Background: an optimization exercise with open tools, aiming at a short achievable clock period and few clock cycles. Do not read the settings as production practice. Function was checked by simulation only, so behaviour that the tests miss may differ from the original.

### design/flow/config.mk
export PLATFORM = sky130hd
export DESIGN_NAME = mips_core
export DESIGN_NICKNAME = mips_core
export VERILOG_FILES = /design/flow/design.v
export SDC_FILE = /design/flow/constraint.sdc
export NUM_CORES = 4
export LEC_CHECK = 0
export ABC_CLOCK_PERIOD_IN_PS = 2000
export CAP_MARGIN = 20
export CORE_MARGIN = 2
export CORE_UTILIZATION = 40
export SLEW_MARGIN = 20
export SYNTH_HIERARCHICAL = 1
### design/flow/constraint.sdc
create_clock -name core_clock -period 125.0 [get_ports {clk}]
set_input_delay 25.0000 -clock core_clock [delete_from_list [all_inputs] [get_ports {clk}]]
set_output_delay 25.0000 -clock core_clock [all_outputs]
set_load 0.01 [all_outputs]
### design/flow/design.v
`timescale 1ns / 1ps
module mips_exu
(
    input  wire [31:0] ir,
    input  wire [31:0] a,
    input  wire [31:0] b,
    input  wire [31:0] hi,
    input  wire [31:0] lo,
    input  wire [31:0] pc4,
    output reg  [31:0] res,
    output wire        wen,       
    output wire [4:0]  widx
);
    wire [5:0]  op = ir[31:26];
    wire [4:0]  rt = ir[20:16];
    wire [4:0]  rd = ir[15:11];
    wire [4:0]  sh = ir[10:6];
    wire [5:0]  fn = ir[5:0];
    wire [31:0] simm = {{16{ir[15]}}, ir[15:0]};
    wire [31:0] zimm = {16'd0, ir[15:0]};
    wire isR     = (op == 6'd0);
    wire i_sll   = isR & (fn == 6'd0);
    wire i_srl   = isR & (fn == 6'd2);
    wire i_sra   = isR & (fn == 6'd3);
    wire i_sllv  = isR & (fn == 6'd4);
    wire i_srlv  = isR & (fn == 6'd6);
    wire i_srav  = isR & (fn == 6'd7);
    wire i_mfhi  = isR & (fn == 6'd16);
    wire i_mflo  = isR & (fn == 6'd18);
    wire i_add   = isR & ((fn == 6'd32) | (fn == 6'd33));
    wire i_sub   = isR & ((fn == 6'd34) | (fn == 6'd35));
    wire i_and   = isR & (fn == 6'd36);
    wire i_or    = isR & (fn == 6'd37);
    wire i_xor   = isR & (fn == 6'd38);
    wire i_nor   = isR & (fn == 6'd39);
    wire i_slt   = isR & (fn == 6'd42);
    wire i_sltu  = isR & (fn == 6'd43);
    wire i_jal   = (op == 6'd3);
    wire i_addi  = (op == 6'd8) | (op == 6'd9);
    wire i_slti  = (op == 6'd10);
    wire i_sltiu = (op == 6'd11);
    wire i_andi  = (op == 6'd12);
    wire i_ori   = (op == 6'd13);
    wire i_xori  = (op == 6'd14);
    wire i_lui   = (op == 6'd15);
    wire i_alu3 = i_sll | i_srl | i_sra | i_sllv | i_srlv | i_srav | i_add | i_sub | i_and
                | i_or | i_xor | i_nor | i_slt | i_sltu | i_mfhi | i_mflo;
    wire i_imm  = i_addi | i_slti | i_sltiu | i_andi | i_ori | i_xori | i_lui;
    wire [31:0] opb   = i_imm ? simm : b;
    wire [31:0] sum   = a + opb;
    wire [31:0] diff  = a - b;
    wire        lt_s  = ($signed(a) < $signed(opb));
    wire        lt_u  = (a < opb);
    wire [4:0]  shamt = (i_sllv | i_srlv | i_srav) ? a[4:0] : sh;
    wire [31:0] shl   = b << shamt;
    wire [31:0] shr   = b >> shamt;
    wire [31:0] sar   = $signed(b) >>> shamt;
    always @(*) begin
        res = 32'd0;
        if (i_sll | i_sllv)         res = shl;
        else if (i_srl | i_srlv)    res = shr;
        else if (i_sra | i_srav)    res = sar;
        else if (i_add | i_addi)    res = sum;
        else if (i_sub)             res = diff;
        else if (i_and)             res = a & b;
        else if (i_or)              res = a | b;
        else if (i_xor)             res = a ^ b;
        else if (i_nor)             res = ~(a | b);
        else if (i_slt | i_slti)    res = {31'd0, lt_s};
        else if (i_sltu | i_sltiu)  res = {31'd0, lt_u};
        else if (i_andi)            res = a & zimm;
        else if (i_ori)             res = a | zimm;
        else if (i_xori)            res = a ^ zimm;
        else if (i_lui)             res = {ir[15:0], 16'd0};
        else if (i_mfhi)            res = hi;
        else if (i_mflo)            res = lo;
        else if (i_jal)             res = pc4;
    end
    assign wen  = i_alu3 | i_imm | i_jal;
    assign widx = i_jal ? 5'd31 : (i_alu3 ? rd : rt);
endmodule
module mips_core
#(parameter DATA_BITS = 32,
  parameter DIV_R4 = 4)          
(
    input  wire        clk,
    input  wire        rst,
    output wire [31:0] imem_addr,
    input  wire [31:0] imem_rdata,
    output wire [31:0] dmem_addr,
    output wire [31:0] dmem_wdata,
    output wire [3:0]  dmem_wstrb,
    output wire        dmem_we,
    input  wire [31:0] dmem_rdata,
    output wire        print_valid,
    output wire [31:0] print_data,
    output wire        halted
);
    integer k;
    reg        rst_r;           
    reg [31:0] pcF;
    reg        vE;
    reg [31:0] irE;
    reg [31:0] pcE;
    reg        halt_r;
    reg [31:0] REG [1:31];
    reg [31:0] hi, lo;
    reg        mLd;
    reg [4:0]  mRt;
    reg [2:0]  mOp;             
    reg [31:0] daddr_r;
    reg [31:0] dwdata_r;
    reg [3:0]  dwstrb_r;
    reg        dwe_r;
    reg        pv_r;
    reg [31:0] pd_r;
    reg        e2v;
    reg [31:0] ir2;
    assign imem_addr   = pcF;
    assign dmem_addr   = daddr_r;
    assign dmem_wdata  = dwdata_r;
    assign dmem_wstrb  = dwstrb_r;
    assign dmem_we     = dwe_r;
    assign print_valid = pv_r;
    assign print_data  = pd_r;
    assign halted      = halt_r;
    wire [4:0]  rs2 = ir2[25:21];
    wire [4:0]  rt2 = ir2[20:16];
    wire [31:0] a2  = (rs2 == 5'd0) ? 32'd0 : REG[rs2];
    wire [31:0] b2  = (rt2 == 5'd0) ? 32'd0 : REG[rt2];
    wire        md2_mul = (ir2[31:26] == 6'd0) & (ir2[5:0] == 6'd25);
    wire        md2_div = (ir2[31:26] == 6'd0) & (ir2[5:0] == 6'd27);
    wire [31:0] res2;
    wire        wen2;
    wire [4:0]  widx2;
    mips_exu exu2(.ir(ir2), .a(a2), .b(b2), .hi(hi), .lo(lo), .pc4(32'd0),
                  .res(res2), .wen(wen2), .widx(widx2));
    wire        go2 = e2v & ~rst_r;
    wire [5:0]  op2 = ir2[31:26];
    wire        ld2 = (op2 == 6'd32) | (op2 == 6'd33) | (op2 == 6'd35) | (op2 == 6'd36) | (op2 == 6'd37);
    wire        st2 = (op2 == 6'd40) | (op2 == 6'd41) | (op2 == 6'd43);
    wire        e2mem = e2v & (ld2 | st2);       
    wire        e2ld  = e2v & ld2 & (rt2 != 5'd0);
    wire        w2  = go2 & wen2 & (widx2 != 5'd0);
    wire [5:0]  op = irE[31:26];
    wire [4:0]  rs = irE[25:21];
    wire [4:0]  rt = irE[20:16];
    wire [5:0]  fn = irE[5:0];
    wire [31:0] simm = {{16{irE[15]}}, irE[15:0]};
    wire isR     = (op == 6'd0);
    wire i_sll   = isR & (fn == 6'd0);
    wire i_srl   = isR & (fn == 6'd2);
    wire i_sra   = isR & (fn == 6'd3);
    wire i_sllv  = isR & (fn == 6'd4);
    wire i_srlv  = isR & (fn == 6'd6);
    wire i_srav  = isR & (fn == 6'd7);
    wire i_jr    = isR & (fn == 6'd8);
    wire i_sys   = isR & (fn == 6'd12);
    wire i_mfhi  = isR & (fn == 6'd16);
    wire i_mflo  = isR & (fn == 6'd18);
    wire i_multu = isR & (fn == 6'd25);
    wire i_divu  = isR & (fn == 6'd27);
    wire i_r3    = isR & ((fn[5:3] == 3'd4) | (fn == 6'd42) | (fn == 6'd43));   
    wire i_bltz  = (op == 6'd1) & (rt == 5'd0);
    wire i_bgez  = (op == 6'd1) & (rt == 5'd1);
    wire i_j     = (op == 6'd2);
    wire i_jal   = (op == 6'd3);
    wire i_beq   = (op == 6'd4);
    wire i_bne   = (op == 6'd5);
    wire i_blez  = (op == 6'd6) & (rt == 5'd0);
    wire i_bgtz  = (op == 6'd7) & (rt == 5'd0);
    wire i_immrs = (op[5:3] == 3'd1) & (op != 6'd15);    
    wire i_load  = (op == 6'd32) | (op == 6'd33) | (op == 6'd35) | (op == 6'd36) | (op == 6'd37);
    wire i_sb    = (op == 6'd40);
    wire i_sh    = (op == 6'd41);
    wire i_sw    = (op == 6'd43);
    wire i_store = i_sb | i_sh | i_sw;
    wire i_shift  = i_sll | i_srl | i_sra | i_sllv | i_srlv | i_srav;
    wire i_branch = i_bltz | i_bgez | i_beq | i_bne | i_blez | i_bgtz;
    wire uses_rs = i_sllv | i_srlv | i_srav | i_jr | i_multu | i_divu | i_r3 | i_branch
                 | i_immrs | i_load | i_store;
    wire uses_rt = i_shift | i_multu | i_divu | i_r3 | i_beq | i_bne | i_store;
    wire defer_ok = i_shift | i_r3 | i_immrs | i_multu | i_divu | i_load | i_store;
    wire [31:0] a  = (rs == 5'd0) ? 32'd0 : (w2 & (widx2 == rs)) ? res2 : REG[rs];
    wire [31:0] b  = (rt == 5'd0) ? 32'd0 : (w2 & (widx2 == rt)) ? res2 : REG[rt];
    wire [31:0] v0 = (w2 & (widx2 == 5'd2)) ? res2 : REG[2];
    wire [31:0] a0 = (w2 & (widx2 == 5'd4)) ? res2 : REG[4];
    wire [31:0] pc4 = pcE + 32'd4;
    wire [31:0] res;
    wire        wen1;
    wire [4:0]  wA_idx;
    mips_exu exu1(.ir(irE), .a(a), .b(b), .hi(hi), .lo(lo), .pc4(pc4),
                  .res(res), .wen(wen1), .widx(wA_idx));
    wire [31:0] btarget = pc4 + {simm[29:0], 2'b00};
    wire [31:0] jtarget = {pcE[31:28], irE[25:0], 2'b00};
    wire        a_zero  = (a == 32'd0);
    wire        a_neg   = a[31];
    wire        taken   = (i_beq & (a == b)) | (i_bne & (a != b))
                        | (i_bltz & a_neg) | (i_bgez & ~a_neg)
                        | (i_blez & (a_neg | a_zero)) | (i_bgtz & ~(a_neg | a_zero));
    wire        sys_print = (v0 == 32'd34);
    wire        sys_halt  = i_sys & ~sys_print;
    wire [31:0] npcE = (i_j | i_jal) ? jtarget
                     : i_jr          ? a
                     : taken         ? btarget
                     : sys_halt      ? pcE
                     : pc4;
    reg  div_busy;
    wire md2       = e2v & (md2_mul | md2_div);
    wire ld_hazard = mLd & (mRt != 5'd0) &
                     ((uses_rs & (rs == mRt)) | (uses_rt & (rt == mRt)) |
                      (i_sys & ((mRt == 5'd2) | (mRt == 5'd4))));
    wire md_hazard = ((div_busy | md2) & (i_mfhi | i_mflo)) | (md2 & (i_multu | i_divu));
    wire defer     = ld_hazard & defer_ok;
    wire e2_hazard = (e2mem & (i_load | i_store | i_sys)) |
                     (e2ld & ((uses_rs & (rs == rt2)) | (uses_rt & (rt == rt2)) |
                              (wen1 & (wA_idx == rt2))));
    wire stall     = vE & ((ld_hazard & ~defer_ok) | md_hazard | e2_hazard);
    wire go        = vE & ~stall & ~halt_r & ~rst_r;    
    wire ex1       = go & ~defer;                       
    wire mispred   = go & (npcE != pcF);
    wire wA        = ex1 & wen1 & (wA_idx != 5'd0);
    wire wB        = mLd & (mRt != 5'd0);
    wire [31:0] pcF4 = pcF + 32'd4;
    wire        res_z  = (res == 32'd0);
    wire        res2_z = (res2 == 32'd0);
    reg  [31:0] flN, flZ, flU;
    reg  [383:0] curlo;    
    reg  [383:0] curh;     
    function [11:0] hash12(input [31:0] v);
        hash12 = v[11:0] ^ v[23:12] ^ {4'd0, v[31:24]};
    endfunction
    integer kf;
    always @(*) begin
        flN[0] = 1'b0; flZ[0] = 1'b1; flU[0] = 1'b0; curlo[11:0] = 12'd0; curh[11:0] = 12'd0;
        for (kf = 1; kf < 32; kf = kf + 1) begin
            if (wA & (wA_idx == kf)) begin
                flN[kf] = res[31];
                flZ[kf] = res_z;
                curlo[12*kf +: 12] = res[11:0];
                curh[12*kf +: 12]  = hash12(res);
            end else if (w2 & (widx2 == kf)) begin
                flN[kf] = res2[31];
                flZ[kf] = res2_z;
                curlo[12*kf +: 12] = res2[11:0];
                curh[12*kf +: 12]  = hash12(res2);
            end else begin
                flN[kf] = REG[kf][31];
                flZ[kf] = (REG[kf] == 32'd0);
                curlo[12*kf +: 12] = REG[kf][11:0];
                curh[12*kf +: 12]  = hash12(REG[kf]);
            end
            flU[kf] = (mLd & (mRt == kf)) | (vE & i_load & (rt == kf)) | (e2ld & (rt2 == kf))
                    | (go & defer & wen1 & (wA_idx == kf));
        end
    end
    wire [31:0] pcF_next;
    mips_fpred fpred(.w(imem_rdata), .pcF(pcF), .pcF4(pcF4), .flN(flN), .flZ(flZ), .flU(flU),
                     .curlo(curlo), .curh(curh), .rst(rst), .rst_r(rst_r), .hold(stall | halt_r),
                     .mispred(mispred), .npcE(npcE), .pcF_next(pcF_next));
    always @(posedge clk) begin
        rst_r <= rst;
        if (rst) halt_r <= 1'b0;
        else if (ex1 & sys_halt) halt_r <= 1'b1;
        pcF <= pcF_next;
        if (rst_r | ~(stall | halt_r)) begin
            if (mispred) begin
                vE  <= 1'b0;
            end else begin
                vE  <= 1'b1;
                irE <= imem_rdata;
                pcE <= pcF;
            end
        end
        if (rst_r) e2v <= 1'b0;
        else       e2v <= go & defer;
        ir2 <= irE;
    end
    wire [31:0] eaddr = a + simm;
    wire [31:0] eaddr2 = a2 + {{16{ir2[15]}}, ir2[15:0]};
    wire        msel2  = e2mem;                   
    wire [31:0] maddr  = msel2 ? eaddr2 : eaddr;
    wire [31:0] mdat   = msel2 ? b2 : b;
    wire [5:0]  mop6   = msel2 ? op2 : op;
    always @(posedge clk) begin
        daddr_r  <= maddr;
        dwdata_r <= (mop6[1:0] == 2'd3) ? mdat : (mop6[1:0] == 2'd1) ? {2{mdat[15:0]}} : {4{mdat[7:0]}};
        dwstrb_r <= (mop6[1:0] == 2'd3) ? 4'b1111
                  : (mop6[1:0] == 2'd1) ? (maddr[1] ? 4'b1100 : 4'b0011)
                  : (4'b0001 << maddr[1:0]);
        mRt <= msel2 ? rt2 : rt;
        mOp <= mop6[2:0];
        mLd <= ~rst_r & ((ex1 & i_load) | (go2 & ld2));
        dwe_r <= ~rst & ((ex1 & i_store) | (go2 & st2));
        pv_r  <= ~rst & ex1 & i_sys & sys_print;
        pd_r  <= a0;
    end
    wire [31:0] wdB;
    mips_ldx ldx(.rdata(dmem_rdata), .la(daddr_r[1:0]), .mop(mOp), .e2(go2), .res2(res2), .wd(wdB));
    always @(posedge clk) begin
        for (k = 1; k < 32; k = k + 1) begin
            if (wA & (wA_idx == k))                          REG[k] <= res;
            else if ((w2 & (widx2 == k)) | (wB & (mRt == k)))  REG[k] <= wdB;
        end
    end
    wire        mul1 = ex1 & i_multu;
    wire        div1 = ex1 & i_divu;
    wire        mul2 = go2 & md2_mul;
    wire        div2 = go2 & md2_div;
    wire [31:0] ma = md2 ? a2 : a;
    wire [31:0] mb = md2 ? b2 : b;
    wire [63:0] prod;
    mips_mul mul(.a(ma), .b(mb), .p(prod));
    localparam NCYC = 16 / DIV_R4;
    reg [31:0] dv_d;        
    reg [33:0] dv_d3;       
    reg [31:0] dv_r;        
    reg [31:0] dv_q;        
    reg [4:0]  dv_cnt;
    wire [31:0] nr, nq;
    mips_div4 #(.STEPS(DIV_R4)) div(.r(dv_r), .q(dv_q), .d(dv_d), .d3(dv_d3), .nr(nr), .nq(nq));
    always @(posedge clk) begin
        if (rst_r)
            div_busy <= 1'b0;
        else if (mul1 | mul2)
            div_busy <= 1'b0;
        else if (div1 | div2)
            div_busy <= 1'b1;
        else if (div_busy & (dv_cnt == NCYC - 1))
            div_busy <= 1'b0;
        if (mul1 | mul2) begin
            hi <= prod[63:32];
            lo <= prod[31:0];
        end else if (div1 | div2) begin
            dv_d   <= mb;
            dv_d3  <= {2'b00, mb} + {1'b0, mb, 1'b0};
            dv_r   <= 32'd0;
            dv_q   <= ma;
            dv_cnt <= 5'd0;
        end else if (div_busy) begin
            dv_r   <= nr;
            dv_q   <= nq;
            dv_cnt <= dv_cnt + 5'd1;
            if (dv_cnt == NCYC - 1) begin
                hi <= nr;
                lo <= nq;
            end
        end
    end
endmodule
module mips_fpred
(
    input  wire [31:0]  w,
    input  wire [31:0]  pcF,
    input  wire [31:0]  pcF4,
    input  wire [31:0]  flN,
    input  wire [31:0]  flZ,
    input  wire [31:0]  flU,
    input  wire [383:0] curlo,
    input  wire [383:0] curh,
    input  wire         rst,
    input  wire         rst_r,
    input  wire         hold,
    input  wire         mispred,
    input  wire [31:0]  npcE,
    output wire [31:0]  pcF_next
);
    wire [5:0]  fop  = w[31:26];
    wire [4:0]  frs  = w[25:21];
    wire [4:0]  frt  = w[20:16];
    wire        fj   = (fop == 6'd2) | (fop == 6'd3);
    wire        fbr1 = (fop == 6'd1) & (frt[4:1] == 4'd0);
    wire        fbr0 = ((fop == 6'd6) | (fop == 6'd7)) & (frt == 5'd0);
    wire        fbeq = (fop == 6'd4) | (fop == 6'd5);
    wire        fbt  = (fbr1 | fbr0 | fbeq) & (w[15] | (fop == 6'd5));
    wire [9:0]  fbtgt = pcF4[11:2] + w[9:0];
    wire [31:0] fbtgt32 = {pcF4[31:12], fbtgt, 2'b00};
    wire [31:0] fguess = fj  ? {pcF[31:28], w[25:0], 2'b00}
                       : fbt ? fbtgt32
                       : pcF4;
    wire        fN  = flN[frs];
    wire        fZ  = flZ[frs];
    wire        fUs = flU[frs];
    wire        fUt = flU[frt];
    wire [11:0] fva = curlo[12*frs +: 12];
    wire [11:0] fha = curh[12*frs +: 12];
    wire [11:0] fhb = curh[12*frt +: 12];
    wire        fjr = (fop == 6'd0) & (w[5:0] == 6'd8) & ~fUs;
    wire        feq = (fha == fhb);
    wire fknown = ~fUs & (fbr1 | fbr0 | (fbeq & ~fUt));
    wire ftk = (fop == 6'd1) ? (fN ^ frt[0])
             : (fop == 6'd6) ? (fN | fZ)
             : (fop == 6'd7) ? ~(fN | fZ)
             : (fop == 6'd4) ? feq
             : ~feq;
    wire [31:0] fpred = fjr    ? {pcF4[31:12], fva[11:2], 2'b00}
                      : fknown ? (ftk ? fbtgt32 : pcF4)
                      : fguess;
    assign pcF_next = rst     ? 32'd0
                    : rst_r   ? pcF4
                    : hold    ? pcF
                    : mispred ? npcE
                    : fpred;
endmodule
module mips_ldx
(
    input  wire [31:0] rdata,
    input  wire [1:0]  la,
    input  wire [2:0]  mop,
    input  wire        e2,
    input  wire [31:0] res2,
    output wire [31:0] wd
);
    wire [7:0]  lbyte = la[1] ? (la[0] ? rdata[31:24] : rdata[23:16])
                              : (la[0] ? rdata[15:8]  : rdata[7:0]);
    wire [15:0] lhalf = la[1] ? rdata[31:16] : rdata[15:0];
    wire [31:0] ldata = (mop[1:0] == 2'd3) ? rdata
                      : (mop[1:0] == 2'd1) ? {{16{lhalf[15] & ~mop[2]}}, lhalf}
                      : {{24{lbyte[7] & ~mop[2]}}, lbyte};
    assign wd = e2 ? res2 : ldata;
endmodule
module mips_mul
(
    input  wire [31:0] a,
    input  wire [31:0] b,
    output wire [63:0] p
);
    assign p = a * b;
endmodule
module mips_div4
#(parameter STEPS = 8)
(
    input  wire [31:0] r,
    input  wire [31:0] q,
    input  wire [31:0] d,
    input  wire [33:0] d3,
    output reg  [31:0] nr,
    output reg  [31:0] nq
);
    reg [34:0] x, t1, t2, t3;
    integer s;
    always @(*) begin
        nr = r;
        nq = q;
        for (s = 0; s < STEPS; s = s + 1) begin
            x  = {1'b0, nr, nq[31:30]};
            t1 = x - {3'b000, d};
            t2 = x - {2'b00, d, 1'b0};
            t3 = x - {1'b0, d3};
            if (~t3[34]) begin
                nr = t3[31:0]; nq = {nq[29:0], 2'd3};
            end else if (~t2[34]) begin
                nr = t2[31:0]; nq = {nq[29:0], 2'd2};
            end else if (~t1[34]) begin
                nr = t1[31:0]; nq = {nq[29:0], 2'd1};
            end else begin
                nr = x[31:0];  nq = {nq[29:0], 2'd0};
            end
        end
    end
endmodule
### design/flow/flow/run.sh
#!/bin/bash
# Own flow: the standard synthesis and layout, except that timing repair
# (floorplan, CTS and global-route repair_timing) is asked to reach a setup
# slack of MARGIN ns at the design's clock period instead of 0, so the tools
# keep speeding up the paths that set the achieved period. Constraints, clock
# and period are the design's, unchanged. Each make call's output goes to its
# own log here; ORFS keeps each step's log under orfs/logs.
set -euo pipefail
MARGIN=${MARGIN:-98.4}
bash standard.sh synth > synth.log 2>&1
bash standard.sh SETUP_SLACK_MARGIN=$MARGIN finish > layout.log 2>&1
### design/flow/standard.sh
#!/bin/bash
# synth_recipe.tcl (not shown) runs the flow's synth.tcl, then flattens the netlist and writes it again
# the make line also repeats each setting of config.mk as NAME=value (left out here)
make -C /OpenROAD-flow-scripts/flow DESIGN_CONFIG=/design/flow/config.mk WORK_HOME=/design/flow/orfs CLKGATE_MAP_FILE= SYNTH_SCRIPT=/design/flow/synth_recipe.tcl "${@:-finish}"
==> results by group, run 1 <==
Status
  • Status: aborted with a tool error
  • Failing step: 5_1_grt
  • Tool Error: [ERROR GRT-0116] Global routing finished with congestion. Check the congestion regions in the DRC Viewer.

Die
  • Initial Util: 0.402
  • Rows: 267
  • Chip Height: 733 um
  • Die Span X: 733 um
  • IO Count: 201

Placement
  • Place WS: 93.78 ns
  • Port Buffer Count: 200
  • RD Place Congestion: 1.41
  • Detail Placement HPWL: 1,590,000 um
  • Placed cell areas: 0.233 mm^2

Clock tree
  • CTS Buf Count: 191
  • Clk root buf: clkbuf_16
  • CTS H-tree lvls: 4
  • Bufs on Longest Clock Path: 4
  • CTS sink count: 1,434

Global route
  • First-pass GRT wire length: 3,230,000 um
  • Pin count of the biggest net entering global routing: 74
  • Total Routing Usage GR: 0.876
  • Vias in the first global route: 299k
  • GR Overflow Total: 4,714

Logic synthesis
  • YS warnings: 42
  • Mapped Cells: 27.1k
  • Syn avg cell area: 7.84 um^2
  • Mapped cell area: 0.212 mm^2
==> how the worst max path moves through the flow <==
stage,startpoint,end,depth (start not counted)
floorplan,imem_rdata[16],pcF[3],12
global placement,imem_rdata[22],pcF[6],15
detailed placement,imem_rdata[22],pcF[7],15
CTS,imem_rdata[21],pcF[2],12
==> stage by stage <==
stage | std cells | hold WS, ns | util
after floorplan | 27200 | 0.349 | -
after global placement | 33700 | 0.531 | 0.439
after detailed placement | 33700 | 0.528 | 0.440
after CTS | 34200 | 0.512 | 0.456
==> routing by layer <==
metal  GRT overflow  track usage
met1            760        0.903
met2           1748        0.941
met3            895        0.826
met4           1197        0.787
met5            114        0.702
==> repair_timing <==
| action | in CTS |
|---|---|
| buffers inserted | 89 |
| setup endpoints to repair | 570 |
| hold buffers | 0 |
| resized for setup | 514 |
| pin swaps | 18 |
| cloned | 22 |
Testbench counts, summed over its fixed seeds: cycles 41,566.
==> run 2, diff against run 1 <==
--- a/design/flow/design.v
+++ b/design/flow/design.v
@@ -118,2 +118,5 @@
     reg [31:0] ir2;
+    reg [31:0] a_d, b_d;        
+    reg        fA, fB;          
+    reg [31:0] ld_r;            
     assign imem_addr   = pcF;
@@ -126,6 +129,5 @@
     assign halted      = halt_r;
-    wire [4:0]  rs2 = ir2[25:21];
     wire [4:0]  rt2 = ir2[20:16];
-    wire [31:0] a2  = (rs2 == 5'd0) ? 32'd0 : REG[rs2];
-    wire [31:0] b2  = (rt2 == 5'd0) ? 32'd0 : REG[rt2];
+    wire [31:0] a2  = fA ? ld_r : a_d;
+    wire [31:0] b2  = fB ? ld_r : b_d;
     wire        md2_mul = (ir2[31:26] == 6'd0) & (ir2[5:0] == 6'd25);
@@ -195,2 +197,6 @@
     wire [31:0] jtarget = {pcE[31:28], irE[25:0], 2'b00};
+    wire [31:0] wdB;
+    mips_ldx ldx(.rdata(dmem_rdata), .la(daddr_r[1:0]), .mop(mOp), .e2(go2), .res2(res2), .wd(wdB));
+    wire        fwdA    = mLd & (mRt != 5'd0) & (rs == mRt);
+    wire        fwdB    = mLd & (mRt != 5'd0) & (rt == mRt);
     wire        a_zero  = (a == 32'd0);
@@ -202,7 +208,7 @@
     wire        sys_halt  = i_sys & ~sys_print;
-    wire [31:0] npcE = (i_j | i_jal) ? jtarget
-                     : i_jr          ? a
-                     : taken         ? btarget
-                     : sys_halt      ? pcE
-                     : pc4;
+    wire [31:0] npc_nb  = (i_j | i_jal) ? jtarget
+                        : i_jr          ? a
+                        : sys_halt      ? pcE
+                        : pc4;
+    wire [31:0] npcE    = (i_branch & taken) ? btarget : npc_nb;
     reg  div_busy;
@@ -220,3 +226,4 @@
     wire ex1       = go & ~defer;                       
-    wire mispred   = go & (npcE != pcF);
+    wire mispred   = go & (i_branch ? (taken ? (btarget != pcF) : (pc4 != pcF))
+                                    : (npc_nb != pcF));
     wire wA        = ex1 & wen1 & (wA_idx != 5'd0);
@@ -227,10 +234,5 @@
     reg  [31:0] flN, flZ, flU;
-    reg  [383:0] curlo;    
-    reg  [383:0] curh;     
-    function [11:0] hash12(input [31:0] v);
-        hash12 = v[11:0] ^ v[23:12] ^ {4'd0, v[31:24]};
-    endfunction
     integer kf;
     always @(*) begin
-        flN[0] = 1'b0; flZ[0] = 1'b1; flU[0] = 1'b0; curlo[11:0] = 12'd0; curh[11:0] = 12'd0;
+        flN[0] = 1'b0; flZ[0] = 1'b1; flU[0] = 1'b0;
         for (kf = 1; kf < 32; kf = kf + 1) begin
@@ -239,4 +241,2 @@
                 flZ[kf] = res_z;
-                curlo[12*kf +: 12] = res[11:0];
-                curh[12*kf +: 12]  = hash12(res);
             end else if (w2 & (widx2 == kf)) begin
@@ -244,4 +244,2 @@
                 flZ[kf] = res2_z;
-                curlo[12*kf +: 12] = res2[11:0];
-                curh[12*kf +: 12]  = hash12(res2);
             end else begin
@@ -249,4 +247,2 @@
                 flZ[kf] = (REG[kf] == 32'd0);
-                curlo[12*kf +: 12] = REG[kf][11:0];
-                curh[12*kf +: 12]  = hash12(REG[kf]);
             end
@@ -258,3 +254,3 @@
     mips_fpred fpred(.w(imem_rdata), .pcF(pcF), .pcF4(pcF4), .flN(flN), .flZ(flZ), .flU(flU),
-                     .curlo(curlo), .curh(curh), .rst(rst), .rst_r(rst_r), .hold(stall | halt_r),
+                     .rst(rst), .rst_r(rst_r), .hold(stall | halt_r),
                      .mispred(mispred), .npcE(npcE), .pcF_next(pcF_next));
@@ -277,2 +273,7 @@
         ir2 <= irE;
+        a_d <= a;
+        b_d <= b;
+        fA  <= fwdA;
+        fB  <= fwdB;
+        ld_r <= wdB;
     end
@@ -297,4 +298,2 @@
     end
-    wire [31:0] wdB;
-    mips_ldx ldx(.rdata(dmem_rdata), .la(daddr_r[1:0]), .mop(mOp), .e2(go2), .res2(res2), .wd(wdB));
     always @(posedge clk) begin
@@ -313,10 +312,13 @@
     mips_mul mul(.a(ma), .b(mb), .p(prod));
-    localparam NCYC = 16 / DIV_R4;
-    reg [31:0] dv_d;        
-    reg [33:0] dv_d3;       
-    reg [31:0] dv_r;        
-    reg [31:0] dv_q;        
-    reg [4:0]  dv_cnt;
-    wire [31:0] nr, nq;
-    mips_div4 #(.STEPS(DIV_R4)) div(.r(dv_r), .q(dv_q), .d(dv_d), .d3(dv_d3), .nr(nr), .nq(nq));
+    localparam NCYC = (16 + DIV_R4 - 1) / DIV_R4;
+    localparam PAD  = NCYC * DIV_R4 - 16;
+    localparam QW   = 32 + 2 * PAD;
+    reg [31:0]   dv_d;      
+    reg [33:0]   dv_d3;     
+    reg [31:0]   dv_r;      
+    reg [QW-1:0] dv_q;      
+    reg [4:0]    dv_cnt;
+    wire [31:0]   nr;
+    wire [QW-1:0] nq;
+    mips_div4 #(.STEPS(DIV_R4), .QW(QW)) div(.r(dv_r), .q(dv_q), .d(dv_d), .d3(dv_d3), .nr(nr), .nq(nq));
     always @(posedge clk) begin
@@ -337,3 +339,3 @@
             dv_r   <= 32'd0;
-            dv_q   <= ma;
+            dv_q   <= {{(QW-32){1'b0}}, ma};
             dv_cnt <= 5'd0;
@@ -345,3 +347,3 @@
                 hi <= nr;
-                lo <= nq;
+                lo <= nq[31:0];
             end
@@ -358,4 +360,2 @@
     input  wire [31:0]  flU,
-    input  wire [383:0] curlo,
-    input  wire [383:0] curh,
     input  wire         rst,
@@ -383,9 +383,5 @@
     wire        fUs = flU[frs];
-    wire        fUt = flU[frt];
-    wire [11:0] fva = curlo[12*frs +: 12];
-    wire [11:0] fha = curh[12*frs +: 12];
-    wire [11:0] fhb = curh[12*frt +: 12];
-    wire        fjr = (fop == 6'd0) & (w[5:0] == 6'd8) & ~fUs;
-    wire        feq = (fha == fhb);
-    wire fknown = ~fUs & (fbr1 | fbr0 | (fbeq & ~fUt));
+    wire        fsame = (frs == frt);
+    wire        feq = fsame | fZ;
+    wire fknown = (~fUs & (fbr1 | fbr0 | (fbeq & (frt == 5'd0)))) | (fbeq & fsame);
     wire ftk = (fop == 6'd1) ? (fN ^ frt[0])
@@ -395,5 +391,4 @@
              : ~feq;
-    wire [31:0] fpred = fjr    ? {pcF4[31:12], fva[11:2], 2'b00}
-                      : fknown ? (ftk ? fbtgt32 : pcF4)
-                      : fguess;
+    wire [31:0] fbase = fknown ? pcF4 : fguess;
+    wire [31:0] fpred = (fknown & ftk) ? fbtgt32 : fbase;
     assign pcF_next = rst     ? 32'd0
@@ -430,10 +425,11 @@
 module mips_div4
-#(parameter STEPS = 8)
+#(parameter STEPS = 8,
+  parameter QW = 32)
 (
-    input  wire [31:0] r,
-    input  wire [31:0] q,
-    input  wire [31:0] d,
-    input  wire [33:0] d3,
-    output reg  [31:0] nr,
-    output reg  [31:0] nq
+    input  wire [31:0]   r,
+    input  wire [QW-1:0] q,
+    input  wire [31:0]   d,
+    input  wire [33:0]   d3,
+    output reg  [31:0]   nr,
+    output reg  [QW-1:0] nq
 );
@@ -445,3 +441,3 @@
         for (s = 0; s < STEPS; s = s + 1) begin
-            x  = {1'b0, nr, nq[31:30]};
+            x  = {1'b0, nr, nq[QW-1:QW-2]};
             t1 = x - {3'b000, d};
@@ -450,9 +446,9 @@
             if (~t3[34]) begin
-                nr = t3[31:0]; nq = {nq[29:0], 2'd3};
+                nr = t3[31:0]; nq = {nq[QW-3:0], 2'd3};
             end else if (~t2[34]) begin
-                nr = t2[31:0]; nq = {nq[29:0], 2'd2};
+                nr = t2[31:0]; nq = {nq[QW-3:0], 2'd2};
             end else if (~t1[34]) begin
-                nr = t1[31:0]; nq = {nq[29:0], 2'd1};
+                nr = t1[31:0]; nq = {nq[QW-3:0], 2'd1};
             end else begin
-                nr = x[31:0];  nq = {nq[29:0], 2'd0};
+                nr = x[31:0];  nq = {nq[QW-3:0], 2'd0};
             end
--- a/design/flow/config.mk
+++ b/design/flow/config.mk
@@ -10,3 +10,4 @@
 export CORE_MARGIN = 2
-export CORE_UTILIZATION = 40
+export CORE_UTILIZATION = 35
+export PLACE_DENSITY = 0.55
 export SLEW_MARGIN = 20
==> results by group, run 2 <==
Worst setup path
  • CP Launch Type: primary input
  • Largest fanout on the critical path: 7
  • Critical path type: in -> reg
  • Critical Path RT: 125.83 ns
  • Critical Path Sink Type: register
  • Crit path arrival time: 27.67 ns

STA
  • RSZ-0062 raised after global routing: yes
  • Max-slew violations: 1
  • Fin crit period: 26.84 ns
  • Setup TNS: 0 ns
  • Tightest Pin Transition: 1.49 ns
  • Layout Skew: 0.175 ns
  • Final setup violating endpoints: 0
  • Final Hold Fails: 0
  • F_max: 37.3 MHz
  • Worst rel slew slack: -0.00474
  • Final period util: 0.215

Drt
  • Vias per cell: 7.08
  • WL/cell: 48.5 um
  • Initial DRC Count: 39.1k
  • Final Routed Wirelength: 1,330,000 um
  • DR vias: 195k
  • Post-route ant nets: 0
  • DRC: 0
  • Drt pass-1 iters: 13

Die
  • Die area: 0.506 mm^2
  • Die Span X: 711 um (-2.9%)
  • Chip Height: 711 um (-2.9%)
  • Rows: 259 (-3.0%)
  • Core area: 0.498 mm^2
  • Initial Util: 0.352 (-0.0499)
  • IO Count: 201 (unchanged)

Final layout
  • Layout area overhead: 13.6%
  • Most common cell after layout, fill and taps aside: nand2_1
  • Nets@finish: 22.6k
  • Most flop-heavy register: REG
  • Max FFs per register: 992
  • Share of layout cells above drive strength 1: 0.144
  • Commonest cells after routing, fill and taps aside: nand2_1 (2,717), inv_1 (1,480), edfxtp_1 (1,255), ha_1 (1,171), a21oi_1 (1,052)
  • Final Cell Area: 0.199 mm^2

Logic synthesis
  • YS warnings: 42 (unchanged)
  • Syn avg cell area: 8.60 um^2 (+9.7%)
  • Mapped Cells: 20.4k (-25%)
  • Mapped cell area: 0.175 mm^2 (-18%)

Job
  • Maxcap violations: 1

Global route
  • First-pass GRT wire length: 1,720,000 um
  • GR Overflow Total: 0
  • Initial antenna violation count: 332
  • Pin count of the biggest net entering global routing: 74
  • Vias in the first global route: 173k
  • Total Routing Usage GR: 0.504

Status
  • Status: failed layout checks
  • Layout check faults: capacitance limit, slew limit

Clock tree
  • Bufs on Longest Clock Path: 4 (unchanged)
  • CTS Buf Count: 200 (+4.7%)
  • CTS H-tree lvls: 4 (unchanged)
  • CTS tree: done
  • Clk root buf: clkbuf_16
  • CTS sink count: 1,527 (+6.5%)
  • Clk pin slew, worst setup/hold paths: 0.10 ns
  • Clk latency of the worst-skew pair: 1.05 ns

Placement
  • RD Place Congestion: 1.13 (-20%)
  • Detail Placement HPWL: 988,000 um (-38%)
  • Port Buffer Count: 200 (unchanged)
  • Placed cell areas: 0.190 mm^2 (-18%)

Hold path
  • Worst Hold Class: reg -> reg
==> run 2: final timing paths <==
kind | startpoint | cells after the start | end | slack (ns)
worst min-delay path | pcF[24] | 0 | pcE[24] | 0.51
worst max register to register | dv_d[1] | 58 | hi[15] | 104.74
worst min register to register | pcF[24] | 0 | pcE[24] | 0.51
worst max-delay path | imem_rdata[21] | 13 | pcF[1] | 98.16
==> run 2: final cells by class <==
type | count | area (um^2)
Fill cell | 50500 | 299000
Multi-Input combinational cell | 16000 | 124000
Sequential cell | 1527 | 43300
Timing Repair Buffer | 1196 | 9880
Tap cell | 6655 | 8330
Inverter | 1487 | 5590
Clock buffer | 249 | 5470
Clock inverter | 117 | 1350
Antenna cell | 282 | 706
Timing Repair inverter | 1 | 5.00
==> run 2: worst max-delay path, cell delays in order <==
cell      delay [ns]
buf_16          0.11
mux4_2          0.51
nand2b_4        0.16
a32o_2          0.29
nor3_4          0.24
mux2i_4         0.38
buf_6           0.15
buf_6           0.09
a211oi_4        0.05
buf_6           0.16
buf_4           0.13
o41ai_2         0.19
o311a_1         0.19
==> run 2: repair_timing <==
item | in CTS | in global routing
endpoints found under the setup margin | 394 | 163
buffers inserted | 48 | 5
resized for setup | 425 | 25
pin swaps | 27 | 16
cloned | 5 | 2
hold buffers | 0 | 0
==> run 2: per-layer routing <==
layer  wire (um)  GRT usage
met1      532000      0.666
met2      490000      0.647
met3      216000      0.257
met4       94100      0.283
met5        2660     0.0226
==> run 2: metrics by stage <==
stage / hold WS (ns) / instances / setup WS, ns / utilization
after floorplan: 0.359 / 20400 / 97.71 / -
after global placement: 0.545 / 26800 / 96.47 / 0.381
after detailed placement: 0.554 / 26800 / 96.35 / 0.381
after CTS: 0.503 / 27200 / 98.22 / 0.397
after global routing: 0.518 / 27300 / 98.11 / 0.398
final: 0.506 / 27500 / 98.16 / 0.399
Testbench counts of run 2, summed over its fixed seeds: cycles 41,811.
==> run 3, diff against run 2 <==
--- a/design/flow/design.v
+++ b/design/flow/design.v
@@ -233,19 +233,36 @@
     wire        res2_z = (res2 == 32'd0);
-    reg  [31:0] flN, flZ, flU;
+    reg         fN, fZ, fU;
+    reg  [191:0] fdec;
     integer kf;
     always @(*) begin
-        flN[0] = 1'b0; flZ[0] = 1'b1; flU[0] = 1'b0;
+        fdec[5:0] = 6'b010110;    
         for (kf = 1; kf < 32; kf = kf + 1) begin
             if (wA & (wA_idx == kf)) begin
-                flN[kf] = res[31];
-                flZ[kf] = res_z;
+                fN = res[31];
+                fZ = res_z;
             end else if (w2 & (widx2 == kf)) begin
-                flN[kf] = res2[31];
-                flZ[kf] = res2_z;
+                fN = res2[31];
+                fZ = res2_z;
             end else begin
-                flN[kf] = REG[kf][31];
-                flZ[kf] = (REG[kf] == 32'd0);
+                fN = REG[kf][31];
+                fZ = (REG[kf] == 32'd0);
             end
-            flU[kf] = (mLd & (mRt == kf)) | (vE & i_load & (rt == kf)) | (e2ld & (rt2 == kf))
-                    | (go & defer & wen1 & (wA_idx == kf));
+            fU = (mLd & (mRt == kf)) | (vE & i_load & (rt == kf)) | (e2ld & (rt2 == kf))
+               | (go & defer & wen1 & (wA_idx == kf));
+            fdec[6*kf +: 6] = {~fU & ~fZ, ~fU & fZ, ~fU & ~(fN | fZ), ~fU & (fN | fZ),
+                               ~fU & ~fN, ~fU & fN};
+        end
+    end
+    reg        jc_v   [0:15];
+    reg [5:0]  jc_tag [0:15];
+    reg [9:0]  jc_tgt [0:15];
+    wire       jc_hit = jc_v[pcF[5:2]] & (jc_tag[pcF[5:2]] == pcF[11:6]);
+    wire [31:0] jc_pc = {pcF4[31:12], jc_tgt[pcF[5:2]], 2'b00};
+    always @(posedge clk) begin
+        if (rst_r) begin
+            for (k = 0; k < 16; k = k + 1) jc_v[k] <= 1'b0;
+        end else if (ex1 & i_jr) begin
+            jc_v[pcE[5:2]]   <= 1'b1;
+            jc_tag[pcE[5:2]] <= pcE[11:6];
+            jc_tgt[pcE[5:2]] <= a[11:2];
         end
@@ -253,3 +270,3 @@
     wire [31:0] pcF_next;
-    mips_fpred fpred(.w(imem_rdata), .pcF(pcF), .pcF4(pcF4), .flN(flN), .flZ(flZ), .flU(flU),
+    mips_fpred fpred(.jc_hit(jc_hit), .jc_pc(jc_pc), .w(imem_rdata), .pcF(pcF), .pcF4(pcF4), .fdec(fdec),
                      .rst(rst), .rst_r(rst_r), .hold(stall | halt_r),
@@ -357,5 +374,5 @@
     input  wire [31:0]  pcF4,
-    input  wire [31:0]  flN,
-    input  wire [31:0]  flZ,
-    input  wire [31:0]  flU,
+    input  wire [191:0] fdec,
+    input  wire         jc_hit,
+    input  wire [31:0]  jc_pc,
     input  wire         rst,
@@ -377,18 +394,20 @@
     wire [31:0] fbtgt32 = {pcF4[31:12], fbtgt, 2'b00};
-    wire [31:0] fguess = fj  ? {pcF[31:28], w[25:0], 2'b00}
-                       : fbt ? fbtgt32
+    wire [31:0] fguess = jc_hit ? jc_pc
+                       : fj     ? {pcF[31:28], w[25:0], 2'b00}
+                       : fbt    ? fbtgt32
                        : pcF4;
-    wire        fN  = flN[frs];
-    wire        fZ  = flZ[frs];
-    wire        fUs = flU[frs];
+    wire [5:0]  dk   = fdec[6*frs +: 6];
+    wire        z0   = (frt == 5'd0);
+    wire        t_ltz = (fop == 6'd1) & z0;
+    wire        t_gez = (fop == 6'd1) & (frt == 5'd1);
+    wire        t_lez = (fop == 6'd6) & z0;
+    wire        t_gtz = (fop == 6'd7) & z0;
+    wire        t_eq0 = (fop == 6'd4) & z0;
+    wire        t_ne0 = (fop == 6'd5) & z0;
     wire        fsame = (frs == frt);
-    wire        feq = fsame | fZ;
-    wire fknown = (~fUs & (fbr1 | fbr0 | (fbeq & (frt == 5'd0)))) | (fbeq & fsame);
-    wire ftk = (fop == 6'd1) ? (fN ^ frt[0])
-             : (fop == 6'd6) ? (fN | fZ)
-             : (fop == 6'd7) ? ~(fN | fZ)
-             : (fop == 6'd4) ? feq
-             : ~feq;
-    wire [31:0] fbase = fknown ? pcF4 : fguess;
-    wire [31:0] fpred = (fknown & ftk) ? fbtgt32 : fbase;
+    wire        selT = (t_ltz & dk[0]) | (t_gez & dk[1]) | (t_lez & dk[2]) | (t_gtz & dk[3])
+                     | (t_eq0 & dk[4]) | (t_ne0 & dk[5]) | ((fop == 6'd4) & fsame);
+    wire        selN = (t_ltz & dk[1]) | (t_gez & dk[0]) | (t_lez & dk[3]) | (t_gtz & dk[2])
+                     | (t_eq0 & dk[5]) | (t_ne0 & dk[4]) | ((fop == 6'd5) & fsame);
+    wire [31:0] fpred = selT ? fbtgt32 : selN ? pcF4 : fguess;
     assign pcF_next = rst     ? 32'd0
==> design/flow/flow/run.sh (replaced) <==
#!/bin/bash
# Own flow: the standard synthesis and layout, except that timing repair
# (floorplan, CTS and global-route repair_timing) is asked to reach a setup
# slack of MARGIN ns at the design's clock period instead of 0, so the tools
# keep speeding up the paths that set the achieved period. Constraints, clock
# and period are the design's, unchanged. The global-route repair aims a
# little lower (MARGIN_GRT) to bound its run time. Each make call's output
# goes to its own log here; ORFS keeps each step's log under orfs/logs.
set -euo pipefail
MARGIN=${MARGIN:-98.8}
MARGIN_GRT=${MARGIN_GRT:-98.6}
bash standard.sh synth > synth.log 2>&1
bash standard.sh SETUP_SLACK_MARGIN=$MARGIN cts > place_cts.log 2>&1
bash standard.sh SETUP_SLACK_MARGIN=$MARGIN_GRT finish > route.log 2>&1
--- a/design/flow/config.mk
+++ b/design/flow/config.mk
@@ -8,7 +8,7 @@
 export ABC_CLOCK_PERIOD_IN_PS = 2000
-export CAP_MARGIN = 20
+export CAP_MARGIN = 40
 export CORE_MARGIN = 2
-export CORE_UTILIZATION = 35
-export PLACE_DENSITY = 0.55
-export SLEW_MARGIN = 20
+export CORE_UTILIZATION = 28
+export PLACE_DENSITY = 0.45
+export SLEW_MARGIN = 40
 export SYNTH_HIERARCHICAL = 1
==> results by group, run 3 <==
Status
  • Status: failed layout checks
  • Layout check faults: antenna rules

Clock tree
  • CTS sink count: 1,799 (+18%)
  • Clk root buf: clkbuf_16
  • Clk pin slew, worst setup/hold paths: 0.07 ns (-0.03 ns)
  • CTS Buf Count: 230 (+15%)
  • CTS H-tree lvls: 4 (unchanged)
  • CTS tree: done
  • Clk latency of the worst-skew pair: 1.18 ns (+0.13 ns)
  • Bufs on Longest Clock Path: 4 (unchanged)

Final layout
  • Layout area overhead: 16.6%
  • Nets@finish: 22.7k (+0.51%)
  • Max FFs per register: 992 (unchanged)
  • Footprint of the multi-input gates: 0.133 mm^2 (+7.0%)
  • Commonest cells after routing, fill and taps aside: nand2_1 (1,522), edfxtp_1 (1,511), inv_1 (1,463), ha_1 (1,174), a21oi_1 (1,100)
  • Non-filler cells, final: 29.9k (+8.7%)
  • Most flop-heavy register: REG
  • Most common cell after layout, fill and taps aside: nand2_1
  • Share of layout cells above drive strength 1: 0.191 (+0.0473)
  • Register Area: 0.0513 mm^2 (+19%)
  • Fillcell total: 69.8k (+38%)

Worst setup path
  • Most used cell, CP: buf_16
  • Cell family with most CP delay: compound AO/OA/AOI/OAI gates
  • CP Launch Type: primary input
  • Slowest stage cell on the critical path: mux4_2
  • Critical path type: in -> reg
  • Crit-path max cell delay: 0.49 ns (-0.02 ns)
  • R2r setup slk: 105.10 ns (+0.36 ns)
  • Critical Path Sink Type: register
  • Critical Path RT: 125.89 ns (+0.06 ns)
  • Largest fanout on the critical path: 7 (unchanged)
  • Crit path arrival time: 27.75 ns (+0.08 ns)
  • Critical-path cell list: buf_16, buf_16, mux4_2, mux2_4, o22ai_4, nor4_4, a211oi_4, buf_12, nand3_4, a221o_1, o31ai_1, nor3_1
  • Worst R2R Path Depth: 64 (+10%)
  • Worst Path Buf+Inv: 3 (-2)
  • Levels on crit path: 12 (-1)

Die
  • Chip Height: 826 um (+16%)
  • Die area: 0.682 mm^2 (+35%)
  • IO Count: 201 (unchanged)
  • Die Span X: 826 um (+16%)
  • Initial Util: 0.281 (-0.0706)
  • Rows: 301 (+16%)
  • Core area: 0.672 mm^2 (+35%)

Drt
  • Vias per cell: 6.52 (-7.9%)
  • DRC: 0 (unchanged)
  • Initial DRC Count: 33.7k (-14%)
  • DR vias: 195k (+0.13%)
  • Final Routed Wirelength: 1,280,000 um (-3.8%)
  • Post-route ant nets: 1 (+1)
  • Drt pass-1 iters: 8 (-5)
  • WL/cell: 42.9 um (-11%)

Global route
  • Pin count of the biggest net entering global routing: 82 (+11%)
  • GR Overflow Total: 0 (unchanged)
  • Total Routing Usage GR: 0.360 (-0.144)
  • First-pass GRT wire length: 1,680,000 um (-2.2%)
  • Vias in the first global route: 177k (+2.5%)
  • Initial antenna violation count: 235 (-29%)

STA
  • Fin crit period: 26.86 ns (+0.0172 ns)
  • Final Hold Fails: 0 (unchanged)
  • Final setup violating endpoints: 0 (unchanged)
  • Setup TNS: 0 ns (unchanged)
  • Max-slew violations: 0 (-1)
  • Tightest Pin Transition: 1.16 ns (-0.334 ns)
  • Worst rel slew slack: 0.220 (+0.225)
  • F_max: 37.2 MHz (about the same)
  • Final period util: 0.215 (about the same)
  • Layout Skew: 0.272 ns (+0.0966 ns)
  • RSZ-0062 raised after global routing: yes

Logic synthesis
  • YS warnings: 42 (unchanged)
  • Syn avg cell area: 9.23 um^2 (+7.4%)
  • Mapped cell area: 0.189 mm^2 (+8.0%)
  • Mapped Cells: 20.5k (+0.53%)

Job
  • Maxcap violations: 0 (-1)

Placement
  • Detail Placement HPWL: 943,000 um (-4.6%)
  • Port Buffer Count: 200 (unchanged)
  • Dpl cells: 29.1k (+8.6%)
  • RD Place Congestion: 1.11 (-1.3%)

Hold path
  • Worst Hold Class: reg -> reg
  • Min-Delay Path Depth: 1 (+1)
## run 3: cell types whose count changed in the layout (fill, tap and decap cells not counted), sizes merged, moves of 64 or more
cell | before | now
mux4 | 30 | 108
buf | 1000 | 1155
nor2 | 1103 | 1167
edfxtp | 1255 | 1511
mux2i | 333 | 401
clkdlybuf4s15 | 78 | 3
mux2 | 797 | 1258
nand2 | 2742 | 1552
nor2b | 146 | 210
## run 3: worst paths after layout
check                 startpoint       end
setup reg to reg         dv_d[1]  dv_r[29]
setup / recovery  imem_rdata[21]    pcF[6]
hold reg to reg          jc_v[2]   jc_v[2]
hold / removal           jc_v[2]   jc_v[2]
## run 3: timing repair
| item | CTS | global route |
|---|---|---|
| pin swaps | 57 | 37 |
| hold buffers | 0 | 0 |
| setup endpoints to repair | 953 | 163 |
| gates cloned | 11 | 0 |
| setup buffers | 83 | 10 |
| gates resized for setup | 895 | 108 |
## run 3: area by class of cell
| cell class | instances | share of cell area |
|---|---|---|
| multi-input cells | 15800 | 0.604 |
| flip-flops and latches | 1799 | 0.233 |
| well taps | 8938 | 0.0508 |
| repair buffers | 1217 | 0.0486 |
| clock buffers | 286 | 0.0281 |
| inverters | 1474 | 0.0251 |
| clock inverters | 147 | 0.00804 |
| diodes | 246 | 0.00279 |
## run 3: per-layer routing
layer / track usage / share of wire / vias to the layer above
li1: - / - / 75400
met4: 0.231 / 0.083 / 132
met1: 0.452 / 0.39 / 98600
met3: 0.160 / 0.13 / 4781
met5: 0.0338 / 0.0027 / -
met2: 0.494 / 0.39 / 16100
## run 3: through the flow
step	instance area (um^2)	utilization	hold WS [ns]	worst slack (ns)
after floorplan	192000	-	0.364	97.61
after global placement	207000	0.308	0.432	95.16
after detailed placement	209000	0.311	0.441	95.58
after CTS	219000	0.325	0.455	98.26
after global routing	220000	0.327	0.472	98.13
final	220000	0.328	0.452	98.14
## run 3: worst register-to-register path, delay by kind of cell (launching register included)
family | cells | cell delay [ns]
AOI/OAI and AO/OA | 41 | 11.41
buffers and inverters | 8 | 2.62
DFF | 1 | 0.65
and+or+nand+nor | 11 | 3.21
adders and majority gates | 4 | 1.85
Testbench counts of run 3, summed over its fixed seeds: cycles 41,732.

## port drivers added, routing unchanged
No port has a modelled driver above. Below, the same layouts with a new extraction and two added sets of constraints.
Step 1 sets driving cells, clkbuf_16 on the clock port and buf_2 on the other inputs (assumed; they add their load-dependent delay and slew).
Step 2 times the ports against the registers' clock, not the clock port: input delays grow and output delays shrink by t, the midpoint of the rising clock arrivals with the driver on.
Slacks: no drivers / after step 1 / after step 2; pairs: no drivers / after step 1.
run	shift t [ns]	slack for setup (ns)	pins driven straight from the clock port
run 2	1.077	98.156 / 98.033 / 96.957	1
run 3	1.170	98.139 / 98.122 / 96.952	1
The setup slack of run 2, which loses most, moves by -0.123 ns with the drivers and by -1.199 ns with both steps.
